Context: an optimization exercise on an open-source flow, tuned for small area and a short achievable clock period. The choices shown serve that exercise and are no tape-out recipe. Only simulation tests tie the RTL to the original design; equivalence was not proved. Power figures rest on the tool's default switching activity, not on a simulated workload.

===== flow/design.v =====
module gpu_span (
    input clk,
    input sample,
    input start,
    input [9:0] Yn,
    input [1:0] shape,
    input signed [11:0] x0,
    input signed [11:0] y0,
    input signed [11:0] x1,
    input signed [11:0] y1,
    input signed [11:0] x2,
    input signed [11:0] y2,
    input signed [11:0] cx,
    input signed [11:0] cy,
    input [11:0] radius,
    output reg [9:0] lo,
    output reg [9:0] hi
);
    reg [1:0] shp;
    reg [11:0] px0, py0, px1, py1, px2, py2;
    reg [1:0] edg;           
    reg [4:0] stp;           
    reg [24:0] P;            
    reg [13:0] B;            
    reg [12:0] A;            
    reg sb, sa, sd;          
    wire act  = (edg != 2'd3);
    wire e0   = (edg == 2'd0);
    wire s_rect = (shp == 2'd0);
    wire s_tri  = (shp == 2'd1);
    wire s_cir  = (shp == 2'd2);
    wire s_none = (shp == 2'd3);
    wire st_mul  = (stp >= 5'd4) && (stp <= 5'd15);
    wire st_hi   = (stp >= 5'd16) && (stp <= 5'd28);    
    wire t_    = act & s_tri;
    wire c_    = act & s_cir & e0;
    wire r_    = act & s_rect & e0;
    wire k0 = (stp == 5'd0), k1 = (stp == 5'd1), k2 = (stp == 5'd2), k3 = (stp == 5'd3);
    wire k28 = (stp == 5'd28), k29 = (stp == 5'd29), k30 = (stp == 5'd30);
    wire kmul = (stp >= 5'd4) && (stp <= 5'd15);
    wire khi  = (stp >= 5'd16) && (stp <= 5'd28);
    wire n_t_lb  = t_ & k1;               
    wire n_t_la  = t_ & k2;               
    wire n_ld    = (t_ & k0) | (c_ & k0); 
    wire n_rchk  = r_ & k0;               
    wire n_rchk2 = r_ & k3;               
    wire n_neg   = (t_ & k3) | (c_ & k1); 
    wire n_clbr  = c_ & k2;               
    wire n_clpr  = c_ & k3;               
    wire n_mul   = (t_ | c_) & kmul;
    wire n_div   = t_ & khi;
    wire n_sq    = c_ & khi & ~k28;
    wire n_tfin  = t_ & k30;
    wire n_cfl   = c_ & k28;
    wire n_cfu   = c_ & k29;
    wire n_rfl   = r_ & k1;
    wire n_rfu   = r_ & k2;
    wire n_rrot  = r_ & (k2 | (stp == 5'd4) | (stp == 5'd5));
    wire n_none  = act & s_none & e0 & k0;
    reg xs_x1s, xs_x1z, xs_y1, xs_yn, xs_ph, xs_x0;
    reg ys_x0, ys_y0, ys_p, ys_a;
    reg t_fin, c_fl, c_fu, r_fl, r_fu, r_chk, r_chk2, c_lpr, n_emp;
    reg neg, mul, t_div, c_sq, first, wB, wA, wPl, wSd, fin, rot;
    wire tc_dec = sd & (P[24:13] != 12'd0);   
    reg inv_s, cin_s;
    reg [9:0] Yr;    
    always @(posedge clk) begin
        xs_x1s <= ~start & (n_t_lb | n_rfu);
        xs_x1z <= ~start & (n_clbr | n_clpr);
        xs_y1  <= ~start & n_t_la;
        xs_yn  <= ~start & (n_ld | n_rchk | n_rchk2);
        xs_ph  <= ~start & (n_mul | n_div);
        xs_x0  <= ~start & (n_tfin | n_cfl | n_cfu | n_rfl);
        ys_x0  <= ~start & n_t_lb;
        ys_y0  <= ~start & (n_t_la | n_ld | n_rchk | n_rchk2);
        ys_p   <= ~start & (n_neg | n_clbr | n_clpr | n_tfin);
        ys_a   <= ~start & (n_div | n_cfl | n_cfu);
        t_fin  <= ~start & n_tfin;
        c_fl   <= ~start & n_cfl;
        c_fu   <= ~start & n_cfu;
        r_fl   <= ~start & n_rfl;
        r_fu   <= ~start & n_rfu;
        r_chk  <= ~start & n_rchk;
        r_chk2 <= ~start & n_rchk2;
        c_lpr  <= ~start & n_clpr;
        n_emp  <= ~start & n_none;
        neg    <= ~start & n_neg;
        mul    <= ~start & n_mul;
        t_div  <= ~start & n_div;
        c_sq   <= ~start & n_sq;
        first  <= (stp == 5'd16);
        Yr     <= Yn;
        wB     <= ~start & (n_t_lb | n_clbr);
        wA     <= ~start & n_t_la;
        wPl    <= ~start & (n_ld | n_clpr);
        wSd    <= ~start & n_ld;
        fin    <= ~start & (n_tfin | n_cfl | n_cfu | n_rfl | n_rfu);
        rot    <= ~start & (n_tfin | n_rrot);
        inv_s  <= ~start & (n_t_lb | n_t_la | n_ld | n_rchk | n_rchk2 | n_clpr | n_sq | n_neg |
                            n_cfl | n_rfu | (n_mul & sb) | (n_div & ~sa) | (n_tfin & (sd ^ sa)));
        cin_s  <= ~start & (n_t_lb | n_t_la | n_ld | n_rchk | n_rchk2 | n_clpr | n_sq | n_neg |
                            n_cfl | (n_mul & sb) | (n_div & ~sa) | (n_tfin & (sd ^ sa ^ tc_dec)));
    end
    wire sat = P[12];                        
    wire tneg = sd ^ sa;                     
    wire [14:0] X =
        ({15{xs_x1s}} & {{3{px1[11]}}, px1}) |
        ({15{xs_x1z}} & {3'd0, px1}) |
        ({15{xs_y1}}  & {{3{py1[11]}}, py1}) |
        ({15{xs_yn}}  & {5'd0, Yr}) |
        ({15{xs_ph}}  & {2'd0, P[24:12]}) |
        ({15{c_sq}}   & {first ? 13'd0 : B[12:0], P[23:22]}) |
        ({15{xs_x0}}  & {{3{px0[11]}}, px0});
    wire [14:0] Y =
        ({15{ys_x0}}      & {{3{px0[11]}}, px0}) |
        ({15{ys_y0}}      & {{3{py0[11]}}, py0}) |
        ({15{ys_p}}       & {{2{P[12]}}, P[12:0]}) |
        ({15{mul & P[0]}} & {B[13], B}) |
        ({15{ys_a}}       & {{2{A[12]}}, A}) |
        ({15{c_sq}}       & {1'b0, first ? 12'd0 : A[11:0], 2'b01});
    wire inv = inv_s;
    wire cin = cin_s;
    wire [14:0] D;
    gpu_add15 alu (.a(X), .b(inv ? ~Y : Y), .cin(cin), .s(D));
    wire Dn = D[14];
    wire az = (A == 13'd0);
    wire tri_special = az | sat;
    reg updU, updL;
    always @(posedge clk) begin
        updU <= (t_fin & ~sa & ~tri_special) | c_fu | r_fu;
        updL <= (t_fin & sa & ~tri_special) | c_fl | r_fl;
    end
    wire Vn = P[14];
    wire fits = ~P[14] & (P[13:10] == 4'd0);
    reg empR;    
    always @(posedge clk)
        empR <= n_emp | (r_chk & Dn) | (r_chk2 & ~Dn) | (c_lpr & Dn);
    wire force_emp =
        empR |
        (t_fin & az & sd) |
        (t_fin & ~az & sat & (sa ? ~tneg : tneg)) |
        (updU & Vn) |
        (updL & ~Vn & ~fits);
    wire upd_hi = updU & fits & (P[9:0] < hi);
    wire upd_lo = updL & fits & (P[9:0] > lo);
    always @(posedge clk) begin
        if (sample) begin
            shp <= shape;
            px0 <= (shape == 2'd2) ? cx : x0;
            py0 <= (shape == 2'd2) ? cy : y0;
            px1 <= (shape == 2'd2) ? radius : x1;
            py1 <= y1;
            px2 <= x2;
            py2 <= y2;
        end else if (rot) begin
            px0 <= px1; py0 <= py1;
            px1 <= px2; py1 <= py2;
            px2 <= px0; py2 <= py0;
        end
        if (start) begin
            edg <= 2'd0;
            stp <= 5'd0;
        end else if (act) begin
            if (stp == 5'd30) begin
                stp <= 5'd0;
                edg <= edg + 2'd1;
            end else
                stp <= stp + 5'd1;
        end
        if (wB) begin B <= D[13:0]; sb <= Dn; end
        if (wA) begin A <= D[12:0]; sa <= Dn; end
        if (wPl | (neg & sd)) P <= {12'd0, D[12:0]};
        if (wSd) sd <= Dn;
        if (mul) P <= {D[13:0], P[11:1]};
        if (t_div) begin
            if (first) sd <= sd ^ sb && (P != 25'd0);
            P <= {(Dn ? P[23:12] : D[11:0]), P[11:0], ~Dn};
        end
        if (fin) P <= {10'd0, D};
        if (c_sq) begin
            P <= {P[22:0], 2'b00};
            B <= Dn ? {1'b0, X[12:0]} : D[13:0];
            A <= {first ? 12'd0 : A[11:0], ~Dn};
        end
        if (start) begin
            lo <= 10'd0;
            hi <= 10'd1023;
        end else begin
            if (force_emp) lo <= 10'd1023;
            else if (upd_lo) lo <= P[9:0];
            if (upd_hi) hi <= P[9:0];
        end
    end
endmodule
module gpu_add15 (
    input [14:0] a,
    input [14:0] b,
    input cin,
    output [14:0] s
);
    reg [14:0] g, p, G, Pg;
    reg [14:0] sum;
    integer i, k, j;
    always @(*) begin
        p = a ^ b;
        g = a & b;
        G = g;
        Pg = p;
        G[0] = g[0] | (p[0] & cin);
        for (k = 0; k < 4; k = k + 1)
            for (i = 14; i >= 0; i = i - 1)
                if ((i >> k) & 1) begin
                    j = ((i >> k) << k) - 1;
                    G[i] = G[i] | (Pg[i] & G[j]);
                    Pg[i] = Pg[i] & Pg[j];
                end
        sum[0] = p[0] ^ cin;
        for (i = 1; i < 15; i = i + 1)
            sum[i] = p[i] ^ G[i - 1];
    end
    assign s = sum;
endmodule
module gpu (
    input clk,
    input rst,
    input [1:0] shape,
    input [23:0] color,
    input signed [11:0] x0,
    input signed [11:0] y0,
    input signed [11:0] x1,
    input signed [11:0] y1,
    input signed [11:0] x2,
    input signed [11:0] y2,
    input signed [11:0] cx,
    input signed [11:0] cy,
    input [11:0] radius,
    output [23:0] pixel,
    output reg [9:0] counterX,
    output reg [9:0] counterY,
    output reg terminated,
    output reg write_done
);
    reg [13:0] sc;
    wire sc_end = (sc == 14'd10000);
    always @(posedge clk) begin
        if (rst) begin
            sc <= 14'd0;
            write_done <= 1'b0;
            terminated <= 1'b0;
        end else begin
            sc <= sc_end ? 14'd1 : sc + 14'd1;
            if (sc_end) begin
                write_done <= 1'b1;
                if (write_done) terminated <= 1'b1;
            end
        end
    end
    wire x_last = (counterX == 10'd639);
    wire y_last = (counterY == 10'd479);
    wire [9:0] y_inc = counterY + 10'd1;
    always @(posedge clk) begin
        if (rst) begin
            counterX <= 10'd0;
            counterY <= 10'd0;
        end else if (write_done) begin
            if (x_last) begin
                counterX <= 10'd0;
                counterY <= y_last ? 10'd0 : y_inc;
            end else
                counterX <= counterX + 10'd1;
        end
    end
    wire start  = write_done ? (counterX == 10'd540) : (sc == 14'd9901);
    wire sample = start & (y_last | ~write_done);
    wire swap   = write_done ? x_last : sc_end;
    wire [9:0] Yn = (write_done & ~y_last) ? y_inc : 10'd0;
    wire [9:0] lo, hi;
    gpu_span span (
        .clk(clk), .sample(sample), .start(start), .Yn(Yn),
        .shape(shape), .x0(x0), .y0(y0), .x1(x1), .y1(y1), .x2(x2), .y2(y2),
        .cx(cx), .cy(cy), .radius(radius), .lo(lo), .hi(hi)
    );
    reg [9:0] Lc, Hc;
    always @(posedge clk)
        if (swap) begin
            Lc <= lo;
            Hc <= hi;
        end
    wire hit = (counterX >= Lc) & (counterX <= Hc);
    reg [23:0] colS, colA;
    always @(posedge clk) begin
        if (sample) colS <= color;
        if (write_done & (counterX == 10'd1) & (counterY == 10'd0)) colA <= colS;
    end
    reg h1, h2;
    always @(posedge clk) begin
        if (rst) begin
            h1 <= 1'b0;
            h2 <= 1'b0;
        end else begin
            h1 <= write_done & hit;
            h2 <= h1;
        end
    end
    assign pixel = h2 ? colA : 24'd0;
endmodule

===== flow/flow/run.sh =====
#!/bin/bash
# Standard ORFS layout, except that the port buffers are the platform's
# smallest plain buffer (buf_1) instead of the delay buffer buffer_ports
# picks by default. Each step's full output goes to a log file here.
set -euo pipefail
export BUFFER_PORTS_ARGS="-buffer_cell sky130_fd_sc_hd__buf_1"
bash standard.sh synth > synth.log 2>&1
bash standard.sh > layout.log 2>&1

===== flow/standard.sh =====
#!/bin/bash
# synth_recipe.tcl (not shown) runs the flow's synth.tcl, then flattens the netlist and writes it again
# the make line also repeats each setting of config.mk as NAME=value (left out here)
make -C /OpenROAD-flow-scripts/flow DESIGN_CONFIG=/design/flow/config.mk WORK_HOME=/design/flow/orfs CLKGATE_MAP_FILE= SYNTH_SCRIPT=/design/flow/synth_recipe.tcl "${@:-finish}"

===== flow/config.mk =====
export PLATFORM = sky130hd
export DESIGN_NAME = gpu
export DESIGN_NICKNAME = gpu
export VERILOG_FILES = /design/flow/design.v
export SDC_FILE = /design/flow/constraint.sdc
export NUM_CORES = 4
export LEC_CHECK = 0
export CAP_MARGIN = 20
export CORE_MARGIN = 2
export CORE_UTILIZATION = 40
export CTS_BUF_LIST = sky130_fd_sc_hd__clkbuf_4
export SLEW_MARGIN = 20

===== flow/constraint.sdc =====
create_clock -name core_clock -period 11.0 [get_ports {clk}]
set_input_delay 2.2000 -clock core_clock [delete_from_list [all_inputs] [get_ports {clk}]]
set_output_delay 2.2000 -clock core_clock [all_outputs]
set_load 0.01 [all_outputs]

==> run summary, run 1 <==
- Outcome: no timing/DRC/antenna violations
- CP max stage cell: nor2_2
- Via density: around 5.4
- Vias in the first global route: 12,104
- Net switching power: a little over 700 uW
- Mapped Avg Cell Area: around 10 sq um
- Relative slew slack: a little under a third
- Worst clock skew: roughly 52 ps
- Netlist cell types: 85
- Area grow syn2layout: 14.6%
- Synth warn: 3
- Final setup margin: approximately 6300 ps
- Crit Reg-Reg Endpoint: span.B[2]
- Post-synth EDFFs: slightly below 200
- Ys flop type: edfxtp_1
- Startpoint types: register
- Fin nets: 1,939
- Worst slack at placement: between 6000 and 7000 ps
- Final setup fails: 0
- R2R Path Start: span.c_sq
- CTS root buffer: clkbuf_4
- Synth Register Bits: about 310
- GRT Residual Overflow: 0
- Crit Path Max Fanout: 60
- Post-cts hold buffer count: 0
- Worst Hold Endpoint: span.updU
- Req. time, crit path: about 12,000 ps
- Post-CTS resize count: 0
- CP most frequent cell: fa_1
- CTS tree: done
- IO Count: between 150 and 200
- Number of routed nets with antenna violations: 0
- Die height: roughly 200 microns
- Fraction of registers with async set/reset: 0%
- Pwr/cell area: between 100 and 150 mW/mm^2
- Worst setup EP type: register
- Number of CTS-inserted buffers: just over 80
- Sequential area share after synthesis: approximately 52%
- GPL Wtd Cong: approximately 0.94
- Post-DP Area: 0.0167 sq mm
- DIE WIDTH: 201 microns
- Fin crit period: 4740 ps
- Non-Filler Cell Area, Final: ~0.018 sq mm
- Die area: 0.0403 sq mm
- First-pass GRT wire length: around 70,000 microns
- R2R Setup Slk: about 6300 ps
- Netlist Area Pre-Place: around 0.015 sq mm
- Max incr delay on CP: between 500 and 600 ps
- # Post-CTS Setup Buffers: 0
- Final Cycle Share: a little over two fifths
- Min-Delay Path Class: register to register
- Unrepaired setup endpoints after global routing: no
- Flop pwr share: roughly half
- Reg2reg path depth: 13
- Critical path class: register to register
- Total power: around 2.6 mW
- Crit-path cells: buf_4 -> a222oi_1 -> nand2_1 -> fa_1 -> fa_1 -> a211oi_2 -> o211ai_1 -> a32o_1 -> o211a_1 -> nor3_4 -> nor2_8 -> nor2_2 -> mux2i_1
- Most frequent cells in the layout: 221 x nand2_1, 194 x edfxtp_1, 181 x buf_1
- CTS HTree Levels: 3
- Vias: 12,630
- Number of placement rows: 72
- Worst skew pair latency: approximately 830 ps
- Initial antenna violation count: 2
- Clk pwr share: 39.8%
- Worst slew pin tran: about 1000 ps
- Commonest non-fill, non-tap cell in the layout: nand2_1
- Mapped Nets: between 1,500 and 2,000
- CTS sink cnt: slightly above 300
- Final wirelength: between 40,000 and 50,000 microns
- WL per Instance: 19.1 microns
- Clock-pin slew on the worst setup and hold paths: approximately 60 ps
- Setup TNS: 0 ps
- Leakage dissipation: just over 7 nW
- Internal power: 1.87 mW
- HP Start: span.r_fu
- Fin. max-slew vios: 0
- Number of remaining DRC errors: 0
- Starting Density: between 40% and 50%
- Drt pass-1 iters: 6
- CP arrival: approximately 5300 ps
- CORE AREA: roughly 0.038 sq mm
- Drt initial violations: approximately 1,100
- Layout cells sized above 1: between 10 and 15%
- Peak Freq: around 210 MHz
- Worst VDD drop: 0.000124 V
- Max Cap Viol: 0
- Gr usage total: between 20% and 30%
- Final hold slack: about 410 ps
- Deepest clock path buffer count: 3
- Comb pwr share: between 10% and 20%
- Mapped Cells: about 1,500
- Hold Path Cell Cnt: 2
- Net Sw Frac: a little over a quarter
- Largest net degree at the start of global routing: 73
- DP HPWL: 32,200 microns
- Layout fillers: roughly 3,700
- # port buffers: 181
- Fin. Hold Viols: 0
-- power by group through the flow --
stage	clock network, mW	registers (mW)	logic [mW]
after floorplan	0	1.28	0.201
after global placement	0	1.31	0.266
after detailed placement	0	1.31	0.268
after CTS	1.05	1.28	0.270
after global routing	1.12	1.29	0.299
final	1.03	1.29	0.270
-- worst max-delay path: cells and delay by family (launching register included) --
family	cells	cell delay (ps)
buffers and inverters	1	320
adders and majority gates	2	890
and+or+nand+nor	4	1210
AOI/OAI and AO/OA	5	1580
muxes	1	150
DFF	1	320
-- layer usage --
metal | wire length, microns | vias to the layer above | GRT usage, %
met1 | 19100 | 5992 | 28.9
li1 | - | 6022 | -
met3 | 3200 | 100 | 5.11
met4 | 1450 | 0 | 8.86
met2 | 20700 | 516 | 34.7
met5 | 0 | - | 0
-- state kept, by name (all words and copies together), names as in the netlist, 12 cells and up --
name and cells:
colA 24, colS 24, sc 14, span.A 13, span.B 14, span.P 25, span.px0 12, span.px1 12
span.px2 12, span.py0 12, span.py1 12, span.py2 12
-- through the flow --
stage	utilization [%]	std cells
2_1_floorplan	-	1529
3_3_place_gp	43.3	2165
3_5_place_dp	43.3	2165
4_1_cts	46.1	2320
5_1_grt	46.2	2325
6_report	46.2	2325
-- worst max-delay path by stage --
stage,from,endpoint,slack (ps),cells past startpoint
final,span.c_sq,span.B[2],6260,13
after global routing,span.c_sq,span.B[2],6020,13
after CTS,span.c_sq,span.B[2],6270,13
after detailed placement,span.c_sq,span.B[2],6270,13
after global placement,span.c_sq,span.B[2],6320,13
after floorplan,span.xs_x1s,span.B[10],6970,15
-- cell type report --
type                    instances  area, sq um  area share, %
diodes                          5         12.5         0.0704
clock buffers                 120          901           5.07
clock inverters                35          174          0.979
inverters                      81          307           1.73
multi-input cells            1063         6850           38.6
flip-flops and latches        306         8070           45.4
well taps                     518          648           3.65
repair buffers                197          800           4.50
-- Yosys cell counts (all sizes together), types with 12 or more instances --
library cell  count  area share (%)
a211oi           15            0.84
a21o             14            0.68
a21oi            50             1.7
a221oi           16            0.94
a22o             12            0.68
a22oi            57             2.8
and2             31             1.3
buf              15            0.52
clkbuf           64             1.5
dfxtp           112              14
edfxtp          194              38
ha               66             5.3
inv              81             2.0
mux2i            42             2.7
nand2           223             5.4
nand3            53             1.7
nand4            24            0.97
nor2            114             2.9
nor3             32             1.1
nor4             12            0.48
o211ai           13            0.63
o21ai           102             3.3
xnor2            18             1.1
xor2             42             2.4
-- kinds of logic after synthesis --
logic type | synth area share [%]
and+or+nand+nor | 16.3
AOI/OAI and AO/OA | 15.0
DFF | 52.1
buffers and inverters | 4.04
adders and majority gates | 5.97
xor gates and xnor gates | 3.44
muxes | 3.17
==> run 2, diff against run 1 <==
==> flow/run.sh (new file) <==
#!/bin/bash
# synth_recipe.tcl (not shown) runs the flow's synth.tcl, then flattens the netlist and writes it again
# the make line also repeats each setting of config.mk as NAME=value (left out here)
make -C /OpenROAD-flow-scripts/flow DESIGN_CONFIG=/design/flow/config.mk WORK_HOME=/design/flow/orfs CLKGATE_MAP_FILE= SYNTH_SCRIPT=/design/flow/synth_recipe.tcl finish
removed: flow/flow/run.sh
removed: flow/standard.sh
==> run 2 against run 1 <==
Still clean; global-route usage up 0.49 points; count of clock-buffer cells in the layout increased by 16; non-clock buffer count increased by 1; register-to-register slack lost 230 ps; final cell count rose by 0.17%; area after synthesis did not move; wire length increased by 2.6%; maximum frequency fell by 4.6%; via count grew 0.32%; clock skew down 11 ps.
==> run summary, run 2 <==
- Outcome: no timing/DRC/antenna violations
- Crit-path cells: buf_4 -> inv_2 -> nor2_1 -> buf_4 -> nand2_1 -> nand4_1 -> xor2_1 -> ha_1 -> a211oi_2 -> o211ai_1 -> a32o_1 -> o211a_1 -> nor3_4 -> nor2_8 -> nor2_2 -> mux2i_1
- Top Registers: span.P x25, colA x24, colS x24
- Number of placement rows: 72 (unchanged)
- Clock-pin slew on the worst setup and hold paths: 70 ps (about the same)
- Ys flop type: edfxtp_1
- Synth warn: 3 (unchanged)
- Worst slack at placement: 6170 ps (-107 ps)
- Placed Instances: 2,166 (+0.046%)
- Post-synthesis mux area share: 3.17% (unchanged)
- Final setup fails: 0 (unchanged)
- CP arrival: 5440 ps (+160 ps)
- Vias in the first global route: 12,260 (+1.3%)
- Final setup margin: 6030 ps (-229 ps)
- Synth area leaders: edfxtp_1 38%, dfxtp_1 14%, nand2_1 5.4%
- Comb pwr share: 11.4% (+0.9 points)
- Top-count cell post-synth: nand2_1
- Drt pass-1 iters: 6 (unchanged)
- Netlist cell types: 85 (unchanged)
- CP most frequent cell: buf_4
- Main combinational cell family by area after synthesis: simple AND/OR/NAND/NOR gates
- Via density: 5.44 (+0.15%)
- Final non-filler cell total: 2,329 (+0.17%)
- DIE WIDTH: 201 microns (unchanged)
- Mapped Cells: 1,529 (unchanged)
- Vias: 12,671 (+0.32%)
- Crit Reg-Reg Endpoint: span.B[2]
- Crit Path Max Fanout: 61 (+1.7%)
- Fin. max-slew vios: 0 (unchanged)
- Largest area contributor in the netlist: edfxtp_1
- Layout cells sized above 1: 11.0% (+0.84 points)
- Most frequent cells in the layout: 221 x nand2_1, 194 x edfxtp_1, 181 x clkdlybuf4s50_1
- Commonest non-fill, non-tap cell in the layout: nand2_1
- Post-CTS resize count: 0 (unchanged)
- Reg2reg path depth: 16 (+3)
- Req. time, crit path: 11,470 ps (-70 ps)
- CTS sink cnt: 306 (unchanged)
- Setup TNS: 0 ps (unchanged)
- Die height: 201 microns (unchanged)
- R2R Path Start: span.c_sq
- Non-Filler Cell Area, Final: 0.0190 sq mm (+7.0%)
- Leakage dissipation: 7.72 nW (+7.6%)
- Final Cycle Share: 45.2% (+2.1 points)
- Die area: 0.0403 sq mm (unchanged)
- Pwr/cell area: 142 mW/mm^2 (-2.4%)
- Post-Synth Simple-Gate Area: 16.3% (unchanged)
- Layout fillers: 3,675 (-0.54%)
- Min-Delay Path Class: register to register
- # Post-CTS Setup Buffers: 0 (unchanged)
- CTS tree: done
- Total power: 2.70 mW (+4.4%)
- Unrepaired setup endpoints after global routing: no
- CP max stage cell: nor2_2
- Gr usage total: 22.4% (+0.49 points)
- Starting Density: 40.3% (unchanged)
- CORE AREA: 0.0385 sq mm (unchanged)
- Max Cap Viol: 0 (unchanged)
- Synth cell count leaders: 222 x nand2_1, 194 x edfxtp_1, 112 x dfxtp_1, 112 x nor2_1, 89 x o21ai_0
- Fin. Hold Viols: 0 (unchanged)
- Worst setup EP type: register
- Post-synth EDFFs: 194 (unchanged)
- Worst slew pin tran: 992 ps (-50.3 ps)
- Clk pwr share: 41.1% (+1.3 points)
- Setup crit start: span.c_sq
- Area share of the largest cell type after synthesis: 37.6% (unchanged)
- Initial antenna violation count: 1 (-1)
- Fin crit period: 4970 ps (+229 ps)
- Number of flip-flops in the largest register: 25 (unchanged)
- Netlist Area Pre-Place: 0.0155 sq mm (unchanged)
- Net switching power: 710 uW (about the same)
- Fin nets: 1,943 (+0.21%)
- DP HPWL: 32,700 microns (+1.6%)
- Drt initial violations: 1,079 (+2.2%)
- HP Start: colS[22]
- # port buffers: 181 (unchanged)
- Critical path class: register to register
- Startpoint types: register
- CTS root buffer: clkbuf_4
- R2R Setup Slk: 6030 ps (-230 ps)
- Largest reg by FF count: span.P
- Peak Freq: 201 MHz (-4.6%)
- Worst clock skew: 41.5 ps (-10.8 ps)
- Area grow syn2layout: 22.6%
- First-pass GRT wire length: 70,300 microns (+2.3%)
- Internal power: 1.99 mW (+6.1%)
- Compound-cell area share of the yosys netlist: 15.0% (unchanged)
- Deepest clock path buffer count: 3 (unchanged)
- Worst VDD drop: 0.000123 V (-0.23%)
- Synth Area in XOR/XNOR: 3.44% (unchanged)
- Net Sw Frac: 26.3% (-1.1 points)
- Mapped Nets: 1,736 (unchanged)
- Post-cts hold buffer count: 0 (unchanged)
- Synth Register Bits: 306 (unchanged)
- Number of routed nets with antenna violations: 0 (unchanged)
- Worst skew pair latency: 780 ps (-50 ps)
- Mapped Avg Cell Area: 10.1 sq um (unchanged)
- Largest net degree at the start of global routing: 95 (+30%)
- WL per Instance: 19.6 microns (+2.4%)
- GRT Residual Overflow: 0 (unchanged)
- Post-DP Area: 0.0178 sq mm (+6.8%)
- Post-Synth Adder-Cell Area: 5.97% (unchanged)
- Flop pwr share: 47.6% (-2.2 points)
- Hold Path Cell Cnt: 0 (-2)
- CTS HTree Levels: 3 (unchanged)
- GPL Wtd Cong: 0.918 (-1.9%)
- Max incr delay on CP: 600 ps (+70 ps)
- IO Count: 182 (unchanged)
- Final wirelength: 45,600 microns (+2.6%)
- Fraction of registers with async set/reset: 0% (unchanged)
- Relative slew slack: 33.9% (+3.6 points)
- Worst Hold Endpoint: colA[22]
- Sequential area share after synthesis: 52.1% (unchanged)
- Number of remaining DRC errors: 0 (unchanged)
- Number of CTS-inserted buffers: 86 (+3.6%)
run 2: through the flow:
step	util [%]	hold WS (ps)
after floorplan	-	393
final	49.4	407
after detailed placement	46.3	405
after global routing	49.4	402
after CTS	49.4	386
after global placement	46.3	400
run 2: cell type report:
cell class / count / area (sq um) / share of cell area, %
Antenna cell: 1 / 2.50 / 0.0132
Clock buffer: 136 / 1020 / 5.37
Clock inverter: 26 / 170 / 0.895
Inverter: 81 / 307 / 1.61
Multi-Input combinational cell: 1063 / 6850 / 36.0
Sequential cell: 306 / 8070 / 42.5
Tap cell: 518 / 648 / 3.41
Timing Repair Buffer: 198 / 1940 / 10.2
run 2: worst max path at each step:
| stage | depth (start not counted) | endpoint |
|---|---|---|
| 2_1_floorplan | 15 | span.B[10] |
| 3_3_place_gp | 16 | span.B[4] |
| 3_5_place_dp | 16 | span.B[2] |
| 4_1_cts | 16 | span.B[2] |
| 5_1_grt | 16 | span.B[2] |
| 6_report | 16 | span.B[2] |
run 2: critical path, delay by kind of cell, from the launching register on:
family          cells  cell delay [ps]
flops               1              310
compound gates      4             1000
mux                 1              170
simple gates        6             1510
fa+ha+maj           1              290
buf+inv             3             1180
xor+xnor            1              190
run 2: logic make-up (layout without fill, tap and decap cells):
| family | Yosys count | count (layout) |
|---|---|---|
| other cells | 0 | 1 |
| xor+xnor | 60 | 60 |
| fa+ha+maj | 71 | 71 |
| buf+inv | 160 | 441 |
| mux | 47 | 47 |
| compound gates | 341 | 341 |
| flops | 306 | 306 |
| simple gates | 544 | 544 |
run 2: power groups by stage:
stage          Clock, mW  Sequential, mW  Combinational [mW]
6_report            1.11            1.28               0.307
5_1_grt             1.21            1.29               0.336
4_1_cts             1.15            1.28               0.308
3_5_place_dp           0            1.31               0.306
3_3_place_gp           0            1.31               0.303
2_1_floorplan          0            1.28               0.201
run 2: per-layer routing:
| metal | global-route usage, % | share of wire, % |
|---|---|---|
| met5 | 0 | 0 |
| met4 | 9.13 | 2.8 |
| met3 | 4.30 | 6.7 |
| met2 | 36.8 | 48 |
| met1 | 29.0 | 43 |
==> run 3, diff against run 2 <==
--- a/flow/config.mk
+++ b/flow/config.mk
@@ -9,4 +9,3 @@
 export CORE_MARGIN = 2
 export CORE_UTILIZATION = 40
-export CTS_BUF_LIST = sky130_fd_sc_hd__clkbuf_4
 export SLEW_MARGIN = 20
==> run 3 against run 2 <==
Still clean on timing, DRC and antenna; utilization is essentially flat; hold slack gained 8.3 ps; final area is essentially flat; area after synthesis is the same; flip-flop and latch count is the same; global-route usage shrank 0.35 points; worst setup slack gained 23 ps; combinational power is essentially flat; die area is the same; largest power group unchanged.
==> run summary, run 3 <==
- Outcome: no timing/DRC/antenna violations
- Final hold slack: 416 ps (+8.27 ps)
- Worst setup EP type: register
- Relative slew slack: 33.0% (-0.90 points)
- Top-count cell post-synth: nand2_1
- Vias in the first global route: 11,817 (-3.6%)
- # port buffers: 181 (unchanged)
- Starting Density: 40.3% (unchanged)
- Critical path class: register to register
- Number of routed nets with antenna violations: 0 (unchanged)
- Non-Filler Cell Area, Final: 0.0190 sq mm (about the same)
- Mapped Nets: 1,736 (unchanged)
- Vias: 12,314 (-2.8%)
- Die area: 0.0403 sq mm (unchanged)
- Number of flip-flops in the largest register: 25 (unchanged)
- GPL Wtd Cong: 0.918 (unchanged)
- Initial antenna violation count: 0 (-1)
- CP most frequent cell: buf_4
- DP HPWL: 32,700 microns (unchanged)
- Critical path buffer and inverter count: 3 (unchanged)
- Leakage dissipation: 7.60 nW (-1.5%)
- CTS tree: done
- CTS root buffer: clkbuf_16
- Post-synth EDFFs: 194 (unchanged)
- Final setup margin: 6050 ps (+22.7 ps)
- Unrepaired setup endpoints after global routing: no
- Worst slack at placement: 6170 ps (unchanged)
- DIE WIDTH: 201 microns (unchanged)
- Fin crit period: 4950 ps (-22.7 ps)
- Deepest clock path buffer count: 3 (unchanged)
- Synth warn: 3 (unchanged)
- Largest area contributor in the netlist: edfxtp_1
- Fraction of registers with async set/reset: 0% (unchanged)
- Worst slew pin tran: 992 ps (+0.461 ps)
- Layout fillers: 3,620 (-1.5%)
- Final Cycle Share: 45.0% (-0.21 points)
- Mapped Cells: 1,529 (unchanged)
- Post-DP Area: 0.0178 sq mm (unchanged)
- Fin nets: 1,893 (-2.6%)
- Worst VDD drop: 0.000123 V (about the same)
- Final setup fails: 0 (unchanged)
- CP Depth: 16 (unchanged)
- Pwr/cell area: 147 mW/mm^2 (+3.4%)
- Top Registers: span.P x25, colA x24, colS x24
- Req. time, crit path: 11,270 ps (-200 ps)
- Layout cells sized above 1: 6.36% (-4.7 points)
- Crit Path Max Fanout: 61 (unchanged)
- Largest reg by FF count: span.P
- Synth area leaders: edfxtp_1 38%, dfxtp_1 14%, nand2_1 5.4%
- Setup TNS: 0 ps (unchanged)
- Worst skew pair latency: 550 ps (-230 ps)
- Synth Register Bits: 306 (unchanged)
- CTS HTree Levels: 2 (-1)
- Clock-pin slew on the worst setup and hold paths: 60 ps (about the same)
- Crit path max-delay family: simple AND/OR/NAND/NOR gates
- Sequential area share after synthesis: 52.1% (unchanged)
- Ys flop type: edfxtp_1
- Number of remaining DRC errors: 0 (unchanged)
- CP max stage cell: nor2_2
- Post-CTS resize count: 0 (unchanged)
- Number of CTS-inserted buffers: 36 (-58%)
- Drt initial violations: 938 (-13%)
- Worst clock skew: 25.4 ps (-16.1 ps)
- Reg2reg path depth: 16 (unchanged)
- Gr usage total: 22.0% (-0.35 points)
- Crit-path cells: buf_4 -> inv_2 -> nor2_1 -> buf_4 -> nand2_1 -> nand4_1 -> xor2_1 -> ha_1 -> a211oi_2 -> o211ai_1 -> a32o_1 -> o211a_1 -> nor3_4 -> nor2_8 -> nor2_2 -> mux2i_1
- Min-Delay Path Class: register to register
- Hold Path Cell Cnt: 0 (unchanged)
- Die height: 201 microns (unchanged)
- WL per Instance: 20.2 microns (+3.2%)
- Via density: 5.52 (+1.4%)
- Peak Freq: 202 MHz (+0.46%)
- Area share of the largest cell type after synthesis: 37.6% (unchanged)
- Fin. max-slew vios: 0 (unchanged)
- Max incr delay on CP: 600 ps (about the same)
- Number of placement rows: 72 (unchanged)
- Final wirelength: 45,100 microns (-1.1%)
- Largest net degree at the start of global routing: 95 (unchanged)
- # Post-CTS Setup Buffers: 0 (unchanged)
- Mapped Avg Cell Area: 10.1 sq um (unchanged)
- Startpoint types: register
- IO Count: 182 (unchanged)
- Fin. Hold Viols: 0 (unchanged)
- Netlist cell types: 85 (unchanged)
- Antenna diode count: 0 (-1)
- CP arrival: 5220 ps (-220 ps)
- Synth cell count leaders: 222 x nand2_1, 194 x edfxtp_1, 112 x dfxtp_1, 112 x nor2_1, 89 x o21ai_0
- GRT Residual Overflow: 0 (unchanged)
- First-pass GRT wire length: 69,200 microns (-1.5%)
- Drt pass-1 iters: 6 (unchanged)
- Max Cap Viol: 0 (unchanged)
- CTS sink cnt: 306 (unchanged)
- Netlist Area Pre-Place: 0.0155 sq mm (unchanged)
- Most frequent cells in the layout: 221 x nand2_1, 194 x edfxtp_1, 181 x clkdlybuf4s50_1
- CORE AREA: 0.0385 sq mm (unchanged)
- Area grow syn2layout: 22.6% (about the same)
- Post-cts hold buffer count: 0 (unchanged)
- Commonest non-fill, non-tap cell in the layout: nand2_1
## run 3: cell counts after synthesis
No cell type changed its count.
## run 3: path summary, 6_finish.rpt
check / slack [ps] / from / end
worst max register to register: 6050 / span.c_sq / span.B[2]
worst min-delay path: 420 / colS[5] / colA[5]
worst min register to register: 420 / colS[5] / colA[5]
worst max-delay path: 6050 / span.c_sq / span.B[2]
## run 3: metal layers
layer | routed length, microns | global-route usage [%] | vias up
met1 | 19500 | 29.0 | 5914
li1 | - | - | 5871
met4 | 1440 | 8.94 | 0
met2 | 21400 | 36.0 | 444
met5 | 0 | 0 | -
met3 | 2750 | 3.78 | 85
## run 3: logic make-up (layout without fill, tap and decap cells)
group                      Yosys count  after routing  share of synthesized area (%)
muxes                               47             47                           3.17
DFF                                306            306                           52.1
and+or+nand+nor                    544            544                           16.3
AOI/OAI and AO/OA                  341            341                           15.0
adders and majority gates           71             71                           5.97
buffers and inverters              160            345                           4.04
xor gates and xnor gates            60             60                           3.44
## run 3: layout make-up
class	count	area, sq um	share of cell area (%)
Timing Repair Buffer	198	1940	10.2
Sequential cell	306	8070	42.5
Clock buffer	51	1080	5.69
Multi-Input combinational cell	1063	6850	36.0
Clock inverter	15	113	0.592
Inverter	81	307	1.61
Tap cell	518	648	3.41
## run 3: per-stage QoR
| stage | util [%] | std cells | power, mW |
|---|---|---|---|
| 6_report | 49.4 | 2232 | 2.79 |
| 3_3_place_gp | 46.3 | 2166 | 1.61 |
| 4_1_cts | 49.4 | 2232 | 2.81 |
| 3_5_place_dp | 46.3 | 2166 | 1.61 |
| 2_1_floorplan | - | 1529 | 1.48 |
| 5_1_grt | 49.4 | 2232 | 2.89 |
## run 3: where the power goes
part | internal [mW] | switching [mW] | total, mW
Sequential | 1.24 | 0.0437 | 1.28
Combinational | 0.137 | 0.171 | 0.307
Clock | 0.713 | 0.485 | 1.20
Total | 2.09 | 0.699 | 2.79

==> re-timing with driven ports <==
The flow's constraints put no driver on any port. The routed layouts listed below were extracted and timed again, unchanged, in two steps.
Step 1 sets driving cells, clkbuf_16 on the clock port and buf_2 on the other inputs (assumed; they add their load-dependent delay and slew).
Step 2 times the ports against the registers' clock, not the clock port: input delays grow and output delays shrink by t, the midpoint of the rising clock arrivals with the driver on.
a / b / c = ideal ports / drivers / drivers and shift; a / b = the first two.
run | t, ns | setup WS [ns] | hold slack, ns | clock arrival spread, ns
run 1 | 0.857 | 6.259 / 6.259 / 6.259 | 0.406 / 0.406 / 0.406 | 0.054 / 0.054
run 2 | 0.812 | 6.031 / 6.031 / 6.031 | 0.407 / 0.407 / 0.407 | 0.045 / 0.045
run 3 | 0.594 | 6.053 / 6.053 / 6.053 | 0.416 / 0.416 / 0.416 | 0.026 / 0.026
After both steps every run listed still meets setup and hold.
